This is an optimization exercise on Yosys and OpenROAD, whose aim is small area, not a production implementation.
At most, simulation tests tie the RTL to the original design; equivalence was not proved.
Power figures rest on the tool's default switching activity, not on a simulated workload.

// HR_estimator
module HR_estimator #(
        parameter CLK_FREQ = 200,
        parameter NUM_PEAKS = 4
)(
    input  wire        clk,
    input  wire        rst,
    input  wire        sample_en,
    input  signed [7:0] Xin,
    output wire [31:0] bpm
);
==> flow/config.mk <==
export PLATFORM = sky130hd
export DESIGN_NAME = HR_estimator
export DESIGN_NICKNAME = HR_estimator
export VERILOG_FILES = /design/flow/design.v
export SDC_FILE = /design/flow/constraint.sdc
export NUM_CORES = 8
export LEC_CHECK = 0
export CAP_MARGIN = 20
export CORE_MARGIN = 2
export CORE_UTILIZATION = 45
export CTS_BUF_LIST = sky130_fd_sc_hd__clkbuf_8
export CTS_CLUSTER_DIAMETER = 50
export CTS_CLUSTER_SIZE = 20
export PLACE_DENSITY = 0.6
export SLEW_MARGIN = 20
==> flow/constraint.sdc <==
create_clock -name core_clock -period 650.0 [get_ports {clk}]
set_input_delay 130.0000 -clock core_clock [delete_from_list [all_inputs] [get_ports {clk}]]
set_output_delay 130.0000 -clock core_clock [all_outputs]
set_load 0.01 [all_outputs]
standard.sh (not shown) runs the stock make flow with config.mk's settings and CLKGATE_MAP_FILE= SYNTH_SCRIPT=/design/flow/synth_recipe.tcl, a recipe that flattens the netlist after the stock synthesis.
==> flow/flow/run.sh <==
#!/bin/bash
# The standard layout (standard.sh, which runs the ORFS flow unchanged),
# with two settings passed through the environment:
#  - the clock tree is built without dummy loads (CTS -dont_use_dummy_load);
#  - ports are buffered with the smallest buffer.
# Each tool's full output goes to standard_run.log in this folder.
set -euo pipefail
export CTS_ARGS="-sink_clustering_enable -repair_clock_nets -dont_use_dummy_load -sink_clustering_size 22 -sink_clustering_max_diameter 40 -buf_list {sky130_fd_sc_hd__clkbuf_8}"
export BUFFER_PORTS_ARGS="-buffer_cell sky130_fd_sc_hd__buf_1"
bash standard.sh > standard_run.log 2>&1
The baseline finished with timing, DRC and antenna clean.
==> next run, changes <==
--- a/flow/flow/run.sh
+++ b/flow/flow/run.sh
@@ -7,3 +7,3 @@
 set -euo pipefail
-export CTS_ARGS="-sink_clustering_enable -repair_clock_nets -dont_use_dummy_load -sink_clustering_size 22 -sink_clustering_max_diameter 40 -buf_list {sky130_fd_sc_hd__clkbuf_8}"
+export CTS_ARGS="-sink_clustering_enable -repair_clock_nets -dont_use_dummy_load -sink_clustering_size 20 -sink_clustering_max_diameter 50 -buf_list sky130_fd_sc_hd__clkbuf_8"
 export BUFFER_PORTS_ARGS="-buffer_cell sky130_fd_sc_hd__buf_1"
What happened:
- The changed run finished clean
- cell area went down by 0.54%
- total power drops by 1.4%
- maximum frequency barely changes
- hold slack gets worse by 0.010 ns
- core utilization shrinks by 0.27 points
==> next run, changes <==
--- a/flow/flow/run.sh
+++ b/flow/flow/run.sh
@@ -7,3 +7,3 @@
 set -euo pipefail
-export CTS_ARGS="-sink_clustering_enable -repair_clock_nets -dont_use_dummy_load -sink_clustering_size 20 -sink_clustering_max_diameter 50 -buf_list sky130_fd_sc_hd__clkbuf_8"
+export CTS_ARGS="-sink_clustering_enable -repair_clock_nets -dont_use_dummy_load -sink_clustering_size 20 -sink_clustering_max_diameter 50 -buf_list {sky130_fd_sc_hd__clkbuf_4 sky130_fd_sc_hd__clkbuf_8 sky130_fd_sc_hd__clkbuf_16}"
 export BUFFER_PORTS_ARGS="-buffer_cell sky130_fd_sc_hd__buf_1"
Outcome:
- The changed run completed with no timing, DRC or antenna violations
- cell area increases by a few percent
- final cell count barely changes
- worst setup slack is worse by 0.023 ns
- flip-flop and latch count is unchanged
Function was not checked in any run of this note: the RTL went through the layout flow alone.

* * *

== the reference run ==
HR_estimator, a different RTL version from the one above (not shown whole).
Size: about 2300 cells after synthesis, ~43 I/O pins, ~32000 sq um of cells after synthesis.
export LEC_CHECK = 0
export CAP_MARGIN = 20
export CORE_MARGIN = 2
export CORE_UTILIZATION = 60
export CTS_BUF_LIST = sky130_fd_sc_hd__clkbuf_8
export CTS_CLUSTER_DIAMETER = 50
export CTS_CLUSTER_SIZE = 20
export PLACE_DENSITY = 0.75
export SLEW_MARGIN = 20
create_clock -name core_clock -period 650.0 [get_ports {clk}]
==> flow/flow/run.sh <==
#!/bin/bash
# The standard layout (standard.sh, which runs the ORFS flow unchanged),
# with two settings passed through the environment:
#  - the clock tree is built without dummy loads (CTS -dont_use_dummy_load);
#  - ports are buffered with the smallest buffer.
# Each tool's full output goes to standard_run.log in this folder.
set -euo pipefail
export CTS_ARGS="-sink_clustering_enable -repair_clock_nets -dont_use_dummy_load -sink_clustering_size 11 -sink_clustering_max_diameter 40 -buf_list {sky130_fd_sc_hd__clkbuf_4 sky130_fd_sc_hd__clkbuf_8} -sink_clustering_buffer sky130_fd_sc_hd__clkbuf_4 -tree_buf sky130_fd_sc_hd__clkbuf_8 -root_buf sky130_fd_sc_hd__clkbuf_8"
export BUFFER_PORTS_ARGS="-buffer_cell sky130_fd_sc_hd__buf_1"
bash standard.sh > standard_run.log 2>&1
The reference run: done, clean on timing, DRC and antenna
The inputs of the trial run differ from those of the reference run as listed below.
-- flow/flow/run.sh --
<<< the reference run, line 8
export CTS_ARGS="-sink_clustering_enable -repair_clock_nets -dont_use_dummy_load -sink_clustering_size 11 -sink_clustering_max_diameter 40 -buf_list {sky130_fd_sc_hd__clkbuf_4 sky130_fd_sc_hd__clkbuf_8} -sink_clustering_buffer sky130_fd_sc_hd__clkbuf_4 -tree_buf sky130_fd_sc_hd__clkbuf_8 -root_buf sky130_fd_sc_hd__clkbuf_8"
>>> the trial run, line 8
export CTS_ARGS="-sink_clustering_enable -repair_clock_nets -dont_use_dummy_load -sink_clustering_size 20 -sink_clustering_max_diameter 50 -buf_list sky130_fd_sc_hd__clkbuf_8"
Results
The trial run was carried through to the last stage, and its layout satisfied the timing, design-rule and antenna checks. Per the comparison of the trial run with the reference run, met2 routed wirelength dropped 170 microns, area fraction in compound gates after synthesis essentially unchanged, average wire per standard cell picked up an extra 0.50%, utilization has remained practically unchanged. Between the reference run and the trial run, the half-perimeter wire length of the detailed placement result figures differ only marginally. On total power, the reference run tracks the trial run almost exactly. Compared with the reference run, the trial run has less setup slack. The share of power burned in registers was comparable across the trial run and the reference run.

-- what the ideal ports hide --
How much do the figures lean on ideal ports? The routed layouts below were timed once more, with nothing changed but the port constraints. Step 1 (the two cells are an assumption about what drives the block):
set clk [get_ports {clk}]
set_driving_cell -lib_cell sky130_fd_sc_hd__clkbuf_16 $clk
set_driving_cell -lib_cell sky130_fd_sc_hd__buf_2 [delete_from_list [all_inputs] $clk]
Step 2 times the ports against the registers' clock, not the clock port: input delays grow and output delays shrink by t, the midpoint of the rising clock arrivals with the driver on. Three values: ideal, step 1, step 2; two values: the first two.
run	shift t [ns]	setup slack, ns	worst setup path after step 2	slew at the worst register clock pin (ns)	pins driven straight from the clock port
the first run of note 1	0.709	517.117 / 517.149 / 516.441	input to register	0.12 / 0.12	1
the second run of note 1	0.702	517.124 / 517.164 / 516.462	input to register	0.11 / 0.11	1
the third run of note 1	0.649	517.101 / 517.137 / 516.488	input to register	0.08 / 0.08	1
the reference run	0.776	517.600 / 517.625 / 516.849	input to register	0.11 / 0.11	1
the trial run	0.699	517.501 / 517.527 / 516.828	input to register	0.11 / 0.11	1
After both steps every run listed still meets setup and hold. For the reference run, which loses most, drivers alone change the setup slack by +0.025 ns; drivers and shift together by -0.751 ns.
